From an optimization exercise on the open Yosys and OpenROAD flow, aimed at small area; shortcuts taken in it are not production practice.
The RTL was checked by simulation tests, not by an equivalence proof against the original design.

==> design.v <==
`timescale 1ns / 1ps
module bin2dec(clk,bin,dec0,dec1,dec2);
input clk;
input [7:0] bin;
output reg [3:0] dec0;
output reg [3:0] dec1;
output reg [3:0] dec2;
reg [3:0] i;
always @(posedge clk)
begin
	for(i=0;i<=9;i=i+1)
	begin
		if(100*i<=bin) dec2=i;
	end
	for(i=0;i<=9;i=i+1)
	begin
		if(10*i<=bin-dec2*100) dec1=i;
	end
	dec0=bin-dec1*10-dec2*100;
end
endmodule
`timescale 1ns / 1ps
module doRaMi(note,clk,rst,wave);
input [4:0] note;
input clk;
input rst;
output reg wave;
reg [15:0]count;
always @(posedge clk)
if(rst)
begin
	count<=0;
	wave<=0;
end
else
begin
	case (note)
		0:wave<=0;
		1: 
		begin
			if(count>=47800)
			begin
				count<=0;
				wave<=~wave;
			end
			else count<=count+1;
		end
		2: 
		begin
			if(count>=45125)
			begin
				count<=0;
				wave<=~wave;
			end
			else count<=count+1;
		end
		3: 
		begin
			if(count>=42588)
			begin
				count<=0;
				wave<=~wave;
			end
			else count<=count+1;
		end
		4: 
		begin
			if(count>=40191)
			begin
				count<=0;
				wave<=~wave;
			end
			else count<=count+1;
		end
		5: 
		begin
			if(count>=37935)
			begin
				count<=0;
				wave<=~wave;
			end
			else count<=count+1;
		end
		6: 
		begin
			if(count>=35815)
			begin
				count<=0;
				wave<=~wave;
			end
			else count<=count+1;
		end
		7: 
		begin
			if(count>=33828)
			begin
				count<=0;
				wave<=~wave;
			end
			else count<=count+1;
		end
		8: 
		begin
			if(count>=31886)
			begin
				count<=0;
				wave<=~wave;
			end
			else count<=count+1;
		end
		9: 
		begin
			if(count>=30119)
			begin
				count<=0;
				wave<=~wave;
			end
			else count<=count+1;
		end
		10: 
		begin
			if(count>=28408)
			begin
				count<=0;
				wave<=~wave;
			end
			else count<=count+1;
		end
		11: 
		begin
			if(count>=26823)
			begin
				count<=0;
				wave<=~wave;
			end
			else count<=count+1;
		end
		12: 
		begin
			if(count>=25328)
			begin
				count<=0;
				wave<=~wave;
			end
			else count<=count+1;
		end
		13: 
		begin
			if(count>=23899)
			begin
				count<=0;
				wave<=~wave;
			end
			else count<=count+1;
		end
		14: 
		begin
			if(count>=22562)
			begin
				count<=0;
				wave<=~wave;
			end
			else count<=count+1;
		end
		15: 
		begin
			if(count>=21294)
			begin
				count<=0;
				wave<=~wave;
			end
			else count<=count+1;
		end
		16: 
		begin
			if(count>=18967)
			begin
				count<=0;
				wave<=~wave;
			end
			else count<=count+1;
		end
		17: 
		begin
			if(count>=17908)
			begin
				count<=0;
				wave<=~wave;
			end
			else count<=count+1;
		end
		18: 
		begin
			if(count>=12664)
			begin
				count<=0;
				wave<=~wave;
			end
			else count<=count+1;
		end
		19: 
		begin
			if(count>=9484)
			begin
				count<=0;
				wave<=~wave;
			end
			else count<=count+1;
		end
		default:wave<=0;
	endcase
end
endmodule
`timescale 1ns / 1ps
module sound(tick,clk,rst,hit,fault,lose,squareWave);
input tick,clk,rst,hit,fault,lose;
output squareWave;
reg [1:0] play;
reg [6:0]notelength;
reg [4:0]note;
doRaMi U(note,clk,rst,squareWave);
always @(posedge clk)
if(rst)
	begin
	play<=0;
	notelength<=0;
	note<=0;
	end 
else if(tick)
begin
	if(hit)
	begin
		notelength<=0;
		play<=1;
	end
	if(fault)
	begin
		notelength<=0;
		play<=2;
	end
	if(lose)
	begin
		notelength<=0;
		play<=3;
	end
	if(play==1)
	begin
		if(notelength<9) note<=18;
		else if(notelength<49) note<=19;
		else
		begin
			note<=0;
			play<=0;
		end
		notelength<=notelength+1;
	end
	if(play==2)
	begin
		if(notelength<19) note<=1;
		else
		begin
			note<=0;
			play<=0;
		end
		notelength<=notelength+1;
	end
	if(play==3)
	begin
		if(notelength<15) note<=12;
		else if(notelength==15) note<=0;
		else if(notelength<31) note<=17;
		else if(notelength<47) note<=0;
		else if(notelength<63) note<=17;
		else if(notelength==63) note<=0;
		else if(notelength<79) note<=17;
		else if(notelength==79) note<=0;
		else if(notelength<95) note<=16;
		else if(notelength==95) note<=0;
		else if(notelength<111) note<=15;
		else if(notelength==111) note<=0;
		else if(notelength<127) note<=13;
		else
		begin
			note<=0;
			play<=0;
		end
		notelength<=notelength+1;
	end
end
endmodule
`timescale 1ns / 1ps
module bgm(situation,mission,clk,rst,tick,wave);
input [1:0] situation;
input [2:0] mission;
input clk,rst,tick;
output wave;
reg [2:0] count;
reg [3:0] note;
reg [6:0] i;
reg [3:0] j;
doRaMi U({1'b0,note},clk,rst,wave);
always @(posedge clk)
if(rst)
	begin
	note<=0;
	i=0;
	j=0;
	count<=0;
	end
else if(tick)
begin
	if((count>=3&&mission==0)||(count>=2&&mission==1)||(count>=1&&mission==2))
	begin
		count<=0;
		if(situation==0)
		begin 
			if(i<85)
			begin
				j=j+1;
				if(j>getLength(i))
				begin
					j=0;
					i=i+1;
					note<=0;
				end
				else note<=getNote(i);
			end
			else i=0;
		end
		else if(situation==3) note<=0;
		else
		begin
			i=0;
			j=0;
			note<=0;
		end
	end
	else count<=count+1;
end
function [3:0] getNote;
	input [6:0]i;
	case(i)
		0:getNote=7;
		1:getNote=2;
		2:getNote=7;
		3:getNote=7;
		4:getNote=9;
		5:getNote=10;
		6:getNote=10;
		7:getNote=7;
		8:getNote=7;
		9:getNote=7;
		10:getNote=10;
		11:getNote=9;
		12:getNote=5;
		13:getNote=5;
		14:getNote=5;
		15:getNote=9;
		16:getNote=9;
		17:getNote=7;
		18:getNote=7;
		19:getNote=7;
		20:getNote=2;
		21:getNote=7;
		22:getNote=7;
		23:getNote=9;
		24:getNote=10;
		25:getNote=10;
		26:getNote=7;
		27:getNote=7;
		28:getNote=7;
		29:getNote=10;
		30:getNote=14;
		31:getNote=14;
		32:getNote=14;
		33:getNote=12;
		34:getNote=10;
		35:getNote=10;
		36:getNote=9;
		37:getNote=9;
		38:getNote=10;
		39:getNote=7;
		40:getNote=7;
		41:getNote=7;
		42:getNote=7;
		43:getNote=10;
		44:getNote=14;
		45:getNote=14;
		46:getNote=12;
		47:getNote=10;
		48:getNote=9;
		49:getNote=5;
		50:getNote=5;
		51:getNote=5;
		52:getNote=9;
		53:getNote=12;
		54:getNote=12;
		55:getNote=12;
		56:getNote=12;
		57:getNote=10;
		58:getNote=9;
		59:getNote=10;
		60:getNote=7;
		61:getNote=7;
		62:getNote=7;
		63:getNote=0;
		64:getNote=7;
		65:getNote=14;
		66:getNote=14;
		67:getNote=12;
		68:getNote=10;
		69:getNote=9;
		70:getNote=5;
		71:getNote=5;
		72:getNote=5;
		73:getNote=9;
		74:getNote=12;
		75:getNote=12;
		76:getNote=12;
		77:getNote=12;
		78:getNote=10;
		79:getNote=9;
		80:getNote=10;
		81:getNote=7;
		82:getNote=7;
		83:getNote=7;
		84:getNote=0;
		default:getNote=0;
	endcase
endfunction
function [3:0] getLength;
	input [6:0]i;
	case(i)
		0:getLength=4;
		1:getLength=9;
		2:getLength=9;
		3:getLength=14;
		4:getLength=4;
		5:getLength=4;
		6:getLength=4;
		7:getLength=9;
		8:getLength=9;
		9:getLength=4;
		10:getLength=4;
		11:getLength=9;
		12:getLength=9;
		13:getLength=9;
		14:getLength=9;
		15:getLength=4;
		16:getLength=4;
		17:getLength=9;
		18:getLength=14;
		19:getLength=4;
		20:getLength=9;
		21:getLength=9;
		22:getLength=14;
		23:getLength=4;
		24:getLength=4;
		25:getLength=4;
		26:getLength=9;
		27:getLength=9;
		28:getLength=4;
		29:getLength=4;
		30:getLength=4;
		31:getLength=4;
		32:getLength=4;
		33:getLength=4;
		34:getLength=4;
		35:getLength=4;
		36:getLength=4;
		37:getLength=4;
		38:getLength=9;
		39:getLength=4;
		40:getLength=4;
		41:getLength=9;
		42:getLength=4;
		43:getLength=4;
		44:getLength=9;
		45:getLength=9;
		46:getLength=9;
		47:getLength=9;
		48:getLength=9;
		49:getLength=9;
		50:getLength=9;
		51:getLength=4;
		52:getLength=4;
		53:getLength=4;
		54:getLength=4;
		55:getLength=4;
		56:getLength=4;
		57:getLength=9;
		58:getLength=9;
		59:getLength=9;
		60:getLength=4;
		61:getLength=4;
		62:getLength=9;
		63:getLength=4;
		64:getLength=4;
		65:getLength=9;
		66:getLength=9;
		67:getLength=9;
		68:getLength=9;
		69:getLength=9;
		70:getLength=9;
		71:getLength=9;
		72:getLength=4;
		73:getLength=4;
		74:getLength=4;
		75:getLength=4;
		76:getLength=4;
		77:getLength=4;
		78:getLength=9;
		79:getLength=9;
		80:getLength=9;
		81:getLength=4;
		82:getLength=4;
		83:getLength=9;
		84:getLength=9;
		default:getLength=0;
	endcase
endfunction
endmodule
`timescale 1ns / 1ps
module game(clk,rst,reset,start,pause,btn,soundWave,BGM,mouseout,score2,score1,score0,countdownout,lifeout,mission,score_max0,score_max1,score_max2);
output soundWave,BGM;
input clk,rst,reset,start,pause;
input [7:0] btn;
output [7:0]mouseout;
output [4:0]lifeout;
output [5:0]countdownout;
parameter MAX_LIFE=5,MAX_TIME=40;
parameter TICK_HALF=500;  
reg clk100;
reg [17:0]clk100_count;
wire tick;
reg [7:0] old_btn;
reg old_pause;
reg hit;
reg [9:0] i,j;
reg [30:0]randNum;
reg [4:0]seed;
reg [8:0] appearCount;
reg [6:0] TimeCount;
reg [5:0] disappearCount;
reg [7:0]score; 
reg [4:0]lifebuff;
reg [5:0]countdown; 
reg [2:0]life; 
reg [7:0]score_max; 
reg [4:0]onebitlife;
reg [2:0]mouse[7:0];
reg [7:0]onebitmouse;
output reg [1:0]mission; 
reg [1:0]situation; 
reg hitSound,faultSound,loseSound;
output [3:0]score0,score1,score2;
output [3:0]score_max0,score_max1,score_max2;
bin2dec U3(clk,score_max,score_max0,score_max1,score_max2);
sound U4(tick,clk,rst,hitSound,faultSound,loseSound,soundWave);
bgm U5(situation,{1'b0,mission},clk,rst,tick,BGM);
bin2dec U6(clk,score,score0,score1,score2);
assign tick = (clk100_count==TICK_HALF-1) && !clk100;
always @(posedge clk)
begin
	if(rst)
	begin
		seed<=0;
		clk100_count<=0;
		clk100<=0;
	end
	else
	begin
		if(seed>=25)
			seed<=0;
		else seed<=seed+1;
		if(clk100_count==TICK_HALF-1)
		begin
			clk100_count<=0;
			clk100<=~clk100;
		end
		else clk100_count<=clk100_count+1;
	end
end
always @(posedge clk)
if(rst)
begin
	score_max<=0;
	score<=0;
	countdown<=MAX_TIME;
	life<=MAX_LIFE;
	mission<=0;
	lifebuff<=0;
	appearCount<=0;
	TimeCount<=0;
	disappearCount<=0;
	randNum=0;
	situation<=2;
	hit<=0;
	hitSound<=0;
	faultSound<=0;
	loseSound<=0;
	for(i=0;i<8;i=i+1) mouse[i]<=0;
	old_btn<=0;
	old_pause<=0;
end
else if(tick)
begin
	if(score>score_max) score_max<=score;
	hitSound<=0;
	faultSound<=0;
	loseSound<=0;
	if(situation==0)
	begin
		if((appearCount>=299&&mission==0)||(appearCount>=249&&mission==1)||(appearCount>=149&&mission==2)||(hit&&appearCount==49))
			begin
				hit<=0;
				appearCount<=0;
				if(mission==0)
					begin
						randNum=65539*randNum;
						mouse[randNum>>28]<=5;
					end
				else
					begin
						randNum=65539*randNum;
						mouse[randNum>>28]<=4;
					end
			end
		else appearCount<=appearCount+1'b1;
		if(disappearCount>=49)
			begin
				disappearCount<=0;
				for(i=0;i<8;i=i+1)
				begin
					if(mouse[i]>0) mouse[i]<=mouse[i]-1;
				end
			end
		else disappearCount<=disappearCount+1'b1;
		if(TimeCount==99)
			begin
				TimeCount<=0;
				if(countdown>0) countdown<=countdown-1;
				else situation<=1; 
			end
		else TimeCount<=TimeCount+1'b1;
		for(i=0;i<8;i=i+1)
		begin
			if(!old_btn[i]&&btn[i])
			begin
				if(mouse[i])
				begin
					mouse[i]<=0;
					score<=score+1;
					lifebuff<=lifebuff+1;
					hit<=1;
					appearCount<=0;
					disappearCount<=0;
					hitSound<=1;
				end
				else
				begin
					life<=life-1;
					lifebuff<=0;
					faultSound<=1;
				end
			end
		end
		if(life<MAX_LIFE&&lifebuff==10)
		begin
			life<=life+1;
			lifebuff<=0;
		end
		if((score>=20&&mission==0)||(score>=50&&mission==1))
			begin
				mission<=mission+1;
				countdown<=MAX_TIME;
			end
		if(life==0)
		begin
			situation<=1; 
			loseSound<=1;
		end
	end
	if(reset)
	begin
		score<=0;
		lifebuff<=0;
		countdown<=MAX_TIME;
		life<=MAX_LIFE;
		mission<=0;
		appearCount<=0;
		TimeCount<=0;
		situation<=2;
		disappearCount<=0;
		for(i=0;i<8;i=i+1) mouse[i]<=0;
		hit<=0;
	end
	if(!old_pause&&pause&&situation==0)situation<=3;
	else if(!old_pause&&pause&&situation==3) situation<=0;
	if(start&&situation==3) situation<=0;
	else if(start&&situation!=0)
	begin
		score<=0;
		countdown<=MAX_TIME;
		life<=MAX_LIFE;
		mission<=0;
		appearCount<=0;
		TimeCount<=0;
		disappearCount<=0;
		for(i=0;i<8;i=i+1) mouse[i]<=0;
		situation<=0;
		randNum=65539*seed;
		for(i=0;i<20;i=i+1) randNum=65539*randNum;
		hit<=1;
	end
	old_btn<=btn;
	old_pause<=pause;
end
always@(posedge clk)
if(rst)
begin
	onebitmouse=0;
	onebitlife=5'b11111;
end
else
begin
for(j=0;j<=7;j=j+1)
if (mouse[j]==0) onebitmouse[j]=0;
	else onebitmouse[j]=1;
case (life)
	0: onebitlife=5'b00000;
	1: onebitlife=5'b10000;
	2: onebitlife=5'b11000;
	3: onebitlife=5'b11100;
	4: onebitlife=5'b11110;
	5: onebitlife=5'b11111;
endcase
end
assign mouseout[7:0] = onebitmouse[7:0];
assign lifeout[4:0] = onebitlife[4:0];
assign countdownout[5:0] =countdown[5:0];
endmodule
`timescale 1ns / 1ps
module VGA_Display(ck,rst,HS,VS,outRed,outGreen,outBlue,mouse,score2,score1,score0,
                   countdown,life,score_max2,score_max1,score_max0,mission);
input ck,rst;
output reg HS,VS;
output reg outRed,outGreen,outBlue;
input [7:0] mouse;
input [3:0] score2,score1,score0;
input [5:0] countdown;
input [4:0] life;
input [3:0] score_max2,score_max1,score_max0;
input [1:0] mission;
localparam PAL=640;   
localparam LAF=480;   
localparam PLD=800;   
localparam LFD=521;   
localparam HPW=96;    
localparam HFP=16;    
localparam VPW=2;     
localparam VFP=10;    
reg ck25MHz;
reg [9:0] intHcnt;  
reg [9:0] intVcnt;  
function integer fmod;
	input integer a;
	input integer b;
	integer k;
	begin
		fmod=0;
		for(k=0;k<=16;k=k+1)
			if((a-b*k)>=b) fmod=k+1;
	end
endfunction
function pic_mouse;
	input integer r;
	input integer c;
	reg [15:0] row;
	begin
		case(r)
			0: row=16'b0000000000000000;
			1: row=16'b0000011111100000;
			2: row=16'b0000111111110000;
			3: row=16'b0001111111111000;
			4: row=16'b0001101111011000;
			5: row=16'b0001101111011000;
			6: row=16'b0001101111011000;
			7: row=16'b0001111111111000;
			8: row=16'b0001111001111000;
			9: row=16'b0001111111111000;
			10: row=16'b0001100110011000;
			11: row=16'b0001100110011000;
			12: row=16'b0001110000111000;
			13: row=16'b0111111111111110;
			14: row=16'b0111111111111110;
			15: row=16'b0000000000000000;
			default: row=16'b0;
		endcase
		if(c>=0 && c<=15) pic_mouse=row[15-c];
		else pic_mouse=1'b0;
	end
endfunction
function pic_heart;
	input integer r;
	input integer c;
	input broken;
	reg [12:0] row;
	begin
		if(!broken)
			case(r)
				0: row=13'b0001000001000;
				1: row=13'b0111100011110;
				2: row=13'b1111110111111;
				3: row=13'b1111111111111;
				4: row=13'b1111111111111;
				5: row=13'b1111111111111;
				6: row=13'b1111111111111;
				7: row=13'b0111111111110;
				8: row=13'b0011111111100;
				9: row=13'b0001111111000;
				10: row=13'b0000111110000;
				11: row=13'b0000011100000;
				12: row=13'b0000001000000;
				default: row=13'b0;
			endcase
		else
			case(r)
				0: row=13'b0001000001000;
				1: row=13'b0111100011110;
				2: row=13'b1111100111111;
				3: row=13'b1111001111111;
				4: row=13'b1110000011111;
				5: row=13'b1111000000111;
				6: row=13'b1111110000111;
				7: row=13'b0111110001110;
				8: row=13'b0011110011100;
				9: row=13'b0001100111000;
				10: row=13'b0000100110000;
				11: row=13'b0000001100000;
				12: row=13'b0000001000000;
				default: row=13'b0;
			endcase
		if(c>=0 && c<=12) pic_heart=row[12-c];
		else pic_heart=1'b0;
	end
endfunction
function pic_num;
	input [3:0] num;
	input integer r;
	input integer c;
	reg [29:0] p;
	reg [4:0] row;
	begin
		case(num)
			0: p={5'b01110,5'b10001,5'b10001,5'b10001,5'b10001,5'b01110};
			1: p={5'b00100,5'b01100,5'b00100,5'b00100,5'b00100,5'b01110};
			2: p={5'b01110,5'b10001,5'b00010,5'b00100,5'b01000,5'b11111};
			3: p={5'b11111,5'b00001,5'b00110,5'b00001,5'b00001,5'b01110};
			4: p={5'b00010,5'b00110,5'b01010,5'b10010,5'b11111,5'b00010};
			5: p={5'b11111,5'b10000,5'b11110,5'b00001,5'b00001,5'b01110};
			6: p={5'b01110,5'b10000,5'b11110,5'b10001,5'b10001,5'b01110};
			7: p={5'b11111,5'b00001,5'b00010,5'b00100,5'b00100,5'b00100};
			8: p={5'b01110,5'b10001,5'b01110,5'b10001,5'b10001,5'b01110};
			9: p={5'b01110,5'b10001,5'b10001,5'b01111,5'b00001,5'b01110};
			default: p=30'b0;
		endcase
		case(r)
			0: row=p[29:25];
			1: row=p[24:20];
			2: row=p[19:15];
			3: row=p[14:10];
			4: row=p[9:5];
			5: row=p[4:0];
			default: row=5'b0;
		endcase
		if(c>=0 && c<=4) pic_num=row[4-c];
		else pic_num=1'b0;
	end
endfunction
function [2:0] draw_mouse;
	input integer x;
	input integer y;
	input integer h;
	input integer v;
	input up;
	begin
		if(!up)
		begin
			if(h>=x+10 && h<x+150 && v>=y+130 && v<y+150) draw_mouse=3'b111;
			else draw_mouse=3'b000;
		end
		else
		begin
			if(h>=x+10 && h<x+150 && v>=y+130 && v<y+150) draw_mouse=3'b111;
			else if(h>=x+70 && h<x+90 && v>=y+80 && v<y+90) draw_mouse=3'b101;
			else if(h>=x+70 && h<x+90 && v>=y+100 && v<y+120) draw_mouse=3'b111;
			else if(pic_mouse(fmod(v-y,10),fmod(h-x,10))) draw_mouse=3'b011;
			else draw_mouse=3'b000;
		end
	end
endfunction
function [2:0] draw_heart;
	input integer x;
	input integer y;
	input integer h;
	input integer v;
	input alive;
	begin
		if(!alive)
			draw_heart = pic_heart(fmod(v-y,4),fmod(h-x,4),1'b1) ? 3'b111 : 3'b000;
		else
			draw_heart = pic_heart(fmod(v-y,4),fmod(h-x,4),1'b0) ? 3'b100 : 3'b000;
	end
endfunction
function [2:0] draw_num;
	input integer x;
	input integer y;
	input integer h;
	input integer v;
	input [3:0] num;
	begin
		draw_num = pic_num(num,fmod(v-y,10),fmod(h-x,10)) ? 3'b111 : 3'b000;
	end
endfunction
always @(posedge ck)
	if(rst) ck25MHz<=1'b0;
	else ck25MHz<=~ck25MHz;
always @(posedge ck)
	if(rst)
	begin
		intHcnt<=0;
		intVcnt<=0;
		HS<=1'b1;
		VS<=1'b1;
	end
	else if(!ck25MHz)
	begin
		if(intHcnt==PLD-1)
		begin
			intHcnt<=0;
			if(intVcnt==LFD-1) intVcnt<=0;
			else intVcnt<=intVcnt+1'b1;
		end
		else intHcnt<=intHcnt+1'b1;
		if(intHcnt==PAL-1+HFP) HS<=1'b0;
		else if(intHcnt==PAL-1+HFP+HPW) HS<=1'b1;
		if(intVcnt==LAF-1+VFP) VS<=1'b0;
		else if(intVcnt==LAF-1+VFP+VPW) VS<=1'b1;
	end
integer h,v,inttime,x,y,ti,tj;
reg [2:0] rgb,t;
always @*
begin
	h=intHcnt;
	v=intVcnt;
	inttime=countdown;
	x=0;
	y=0;
	t=3'b000;
	rgb=3'b000;
	if(h<PAL && v<LAF)
	begin
		if(v<320)
		begin
			for(ti=0;ti<4;ti=ti+1)
				for(tj=0;tj<2;tj=tj+1)
				begin
					x=ti*160;
					y=tj*160;
					if(h>=x && h<x+160 && v>=y && v<y+160)
						rgb=draw_mouse(x,y,h,v,mouse[7-ti-4*tj]);
				end
		end
		else if(h>=10 && h<=10+inttime*7 && v>=420 && v<=460) rgb=3'b010;
		else if(h>=340 && h<=390 && v>=330 && v<=390) rgb=draw_num(340,330,h,v,score2);
		else if(h>=410 && h<=460 && v>=330 && v<=390) rgb=draw_num(410,330,h,v,score1);
		else if(h>=480 && h<=530 && v>=330 && v<=390) rgb=draw_num(480,330,h,v,score0);
		else if(h>=340 && h<=390 && v>=410 && v<=470)
		begin
			t=draw_num(340,410,h,v,score_max2);
			rgb={t[2],2'b00};
		end
		else if(h>=410 && h<=460 && v>=410 && v<=470)
		begin
			t=draw_num(410,410,h,v,score_max1);
			rgb={t[2],2'b00};
		end
		else if(h>=480 && h<=530 && v>=410 && v<=470)
		begin
			t=draw_num(480,410,h,v,score_max0);
			rgb={t[2],2'b00};
		end
		else if(h>=560 && h<=620 && v>=430 && v<=460) rgb=3'b011;
		else if(h>=560 && h<=620 && v>=390 && v<=420)
			rgb = (mission==2'b01 || mission==2'b10) ? 3'b010 : 3'b000;
		else if(h>=560 && h<=620 && v>=350 && v<=380)
			rgb = (mission==2'b10) ? 3'b110 : 3'b000;
		else if(h>=14 && h<=14+52 && v>=336 && v<=336+52) rgb=draw_heart(14,336,h,v,life[4]);
		else if(h>=74 && h<=74+52 && v>=336 && v<=336+52) rgb=draw_heart(74,336,h,v,life[3]);
		else if(h>=134 && h<=134+52 && v>=336 && v<=336+52) rgb=draw_heart(134,336,h,v,life[2]);
		else if(h>=194 && h<=194+52 && v>=336 && v<=336+52) rgb=draw_heart(194,336,h,v,life[1]);
		else if(h>=254 && h<=254+52 && v>=336 && v<=336+52) rgb=draw_heart(254,336,h,v,life[0]);
		else rgb=3'b000;
	end
	outRed=rgb[2];
	outGreen=rgb[1];
	outBlue=rgb[0];
end
endmodule
`timescale 1ns / 1ps
module HitTheMouse(
	input        mclk,       
	input        rst,        
	input  [7:0] btn,        
	output [7:0] led,        
	input  [3:0] fpgabtn,    
	output       OutBlue,
	output       OutGreen,
	output       OutRed,
	output       HS,
	output       VS,
	output       soundwave,  
	output       bgm         
);
wire [7:0] mainmouse;
wire [3:0] score2,score1,score0;
wire [4:0] life;
wire [5:0] countdown;
wire [3:0] score_max2,score_max1,score_max0;
wire [1:0] mission;
VGA_Display VGAshow(
	.ck(mclk),
	.rst(rst),
	.HS(HS),
	.VS(VS),
	.outRed(OutRed),
	.outGreen(OutGreen),
	.outBlue(OutBlue),
	.mouse(mainmouse),
	.score2(score2),
	.score1(score1),
	.score0(score0),
	.countdown(countdown),
	.life(life),
	.score_max2(score_max2),
	.score_max1(score_max1),
	.score_max0(score_max0),
	.mission(mission)
);
assign led = mainmouse;
game verilogmodelGE(
	.clk(mclk),
	.rst(rst),
	.reset(fpgabtn[0]),
	.start(fpgabtn[2]),
	.pause(fpgabtn[1]),
	.btn(btn),
	.soundWave(soundwave),
	.BGM(bgm),
	.mouseout(mainmouse),
	.score2(score2),
	.score1(score1),
	.score0(score0),
	.countdownout(countdown),
	.lifeout(life),
	.mission(mission),
	.score_max0(score_max0),
	.score_max1(score_max1),
	.score_max2(score_max2)
);
endmodule
==> run.sh <==
#!/bin/bash
# synth_recipe.tcl (not shown) runs the flow's synth.tcl, then flattens the netlist and writes it again
# the make line also repeats each setting of config.mk as NAME=value (left out here)
make -C /OpenROAD-flow-scripts/flow DESIGN_CONFIG=/design/flow/config.mk WORK_HOME=/design/flow/orfs CLKGATE_MAP_FILE= SYNTH_SCRIPT=/design/flow/synth_recipe.tcl finish
==> config.mk <==
export PLATFORM = sky130hd
export DESIGN_NAME = HitTheMouse
export DESIGN_NICKNAME = HitTheMouse
export VERILOG_FILES = /design/flow/design.v
export SDC_FILE = /design/flow/constraint.sdc
export NUM_CORES = 8
export LEC_CHECK = 0
export CAP_MARGIN = 20
export CORE_MARGIN = 2
export CORE_UTILIZATION = 40
export SLEW_MARGIN = 20
==> constraint.sdc <==
create_clock -name core_clock -period 60.0 [get_ports {mclk}]
set_input_delay 12.0000 -clock core_clock [delete_from_list [all_inputs] [get_ports {mclk}]]
set_output_delay 12.0000 -clock core_clock [all_outputs]
set_load 0.01 [all_outputs]
==> notes.md <==
[how the worst max path moves through the flow]
stage	slack, ns	to	cells past startpoint
global route	0.03	verilogmodelGE.randNum[30]	227
finish	3.69	verilogmodelGE.randNum[30]	227
detailed placement	3.21	verilogmodelGE.randNum[30]	227
CTS	3.01	verilogmodelGE.randNum[30]	227
floorplan	9.32	verilogmodelGE.randNum[30]	228
global placement	3.46	verilogmodelGE.randNum[30]	227
[layout make-up]
class | instances | area (um^2) | share of cell area (%)
multi-input combinational | 16962 | 135000 | 83.9
timing repair buffer | 437 | 3360 | 2.09
sequential | 377 | 7580 | 4.71
clock buffer | 66 | 1350 | 0.838
tap | 5038 | 6300 | 3.92
inverter | 1844 | 6950 | 4.32
antenna | 18 | 45.0 | 0.0280
clock inverter | 19 | 304 | 0.189
[stage by stage]
stage	hold slack [ns]	instance area, um^2	instances	utilization [%]	setup slack [ns]
global placement	0.432	159000	24658	41.7	3.46
global route	0.482	161000	24745	42.2	0.0299
CTS	0.447	161000	24743	42.2	3.01
finish	0.447	161000	24761	42.2	3.69
floorplan	0.426	153000	20057	-	9.32
detailed placement	0.440	159000	24658	41.7	3.21
[synth_stat cells, types with 211 or more instances]
cell	number	area [um^2]
o21ai_0	930	4650
dfxtp_1	377	7550
a31oi_1	211	1320
nand2_1	1992	7480
nor4_1	248	1550
nand2b_1	251	1570
ha_1	4044	50600
fa_1	285	5710
nor2_1	1167	4380
xnor2_1	796	6970
clkbuf_1	543	2040
nand4_1	351	2200
nor3_1	495	2480
a21oi_1	990	4950
inv_1	1783	6690
nand3_1	744	3720
[per-layer routing]
metal | GRT usage, % | routed length, um
met5 | 0 | 93
met2 | 44.1 | 242000
met1 | 37.4 | 243000
met3 | 4.70 | 51300
met4 | 14.5 | 35400
[what timing repair did]
| action | CTS | global route |
|---|---|---|
| setup endpoints to repair | 0 | 1 |
| resized for setup | 0 | 3 |
| hold buffers | 0 | 0 |
| setup buffers | 0 | 0 |
[cells by family after synthesis]
logic type | share of synthesized area (%)
simple gates | 23.4
xor+xnor | 6.49
flops | 4.93
fa+ha+maj | 36.8
compound gates | 20.2
mux | 1.13
other cells | 0.00245
buf+inv | 6.99
[critical path, delay by kind of cell, from the launching register on]
| kind | cells | cell delay, ns |
|---|---|---|
| adders and majority gates | 98 | 32.66 |
| DFF | 1 | 0.31 |
| AOI/OAI and AO/OA | 42 | 9.15 |
| xor gates and xnor gates | 27 | 7.01 |
| and+or+nand+nor | 32 | 4.89 |
| buffers and inverters | 28 | 2.11 |
==> notes.md <==
Unique masters post-synth=142; Clock Latency Late Sink=0.62 ns; DR vias=153490; largest net degree at the start of global routing=84; post-route ant nets=0; Crit Path Max Fanout=21; Worst R2R Start=verilogmodelGE.seed[0]; die area=387000 um^2; clock sinks=377; CTS buffer count=47; Fin. Hold Viols=0; gpl congestion=1.06; Worst Hold Endpoint=verilogmodelGE.old_btn[2]; Worst R2R Setup Slack=3.69 ns; Core ar.=381000 um^2; sequential fraction of the synthesis area=4.93%; Clock Skews=0.0199 ns; Post-synth top flop=dfxtp_1; Slew Viols, Final=0; # setup viols final=0; slowest CP cell=a2111oi_1; Die W=622 um; worst hold start=verilogmodelGE.old_btn[2]; share of cells above drive strength 1=5.14%; Total GRT Usage=28.3%; commonest non-fill, non-tap cell in the layout=ha_1; Synth Area per Inst=7.63 um^2; clock root cell=clkbuf_16; Post-Syn Area=153000 um^2; Area growth syn-to-layout=5.21%; drt wl/cell=23.1 um; critical path launch point type=register; Final HPWL DP=444 mm; number of synthesized flops with an enable pin=0; Final #Nets=24012; min Tclk post-route=56.31 ns; Rows=227; grt ovf=0; Filler Cells Inserted=39376; most frequent cells in the layout=ha_1 (4036), nand2_1 (1992), inv_1 (1776); DRC=0; die height=622 um; Ys Warns=6; CP max stage delay=0.61 ns; hold depth=2; drt total wl=573 mm; most used cell, CP=ha_1; crit share post-route=93.9%; critical path class=register to register; Req. time, crit path=60.47 ns; first-pass GRT wire length=870 mm; Max-slew headroom=14.4%; status=complete, no violations; TritonRoute pass-1 iters=9; PortBufs=27; vias in the first global route=142938; Peak Freq=0.0178 GHz; First DRT Iteration DRCs=16025; initial antenna violation count=24; CTS Buffer Depth=3; Mapped Cells=20056; Worst-Margin Slew=1.27 ns; H-tree levels=2; Worst Setup End Kind=register; Reg clk slew, reported paths=0.06 ns; CTS tree=yes; HP Class=register to register; drt via density=6.20; Worst Reg-to-Reg Cells=227; register bit total from synthesis=377; max_cap viols=0; RSZ-0062 raised after global routing=no; Setup crit start=verilogmodelGE.seed[0]; r2r endpoint=verilogmodelGE.randNum[30]; async set-or-reset flop fraction in the synthesized netlist=0%; initial core utilization=40.1%; CP Data Arrival Time=56.78 ns; setup TNS=0 ns; I/O pin count=29

==> port drivers added, routing unchanged <==
How much do the figures lean on ideal ports? The routed layout below was timed once more, with nothing changed but the port constraints.
Step 1 assumes that a clkbuf_16 drives the clock port and a buf_2 every other input.
Step 2 times the ports against the registers' clock, not the clock port: input delays grow and output delays shrink by t, the midpoint of the rising clock arrivals with the driver on.
a / b / c = ideal / step 1 / step 2; a / b = the first two.
t, ns: 0.671
setup WS [ns]: 3.688 / 3.688 / 3.688
latest minus earliest clock arrival (ns): 0.023 / 0.023
pins driven straight from the clock port: 1
After both steps setup and hold are still met in this run. For this run, drivers alone change the setup slack by 0.000 ns; drivers and shift together by 0.000 ns.
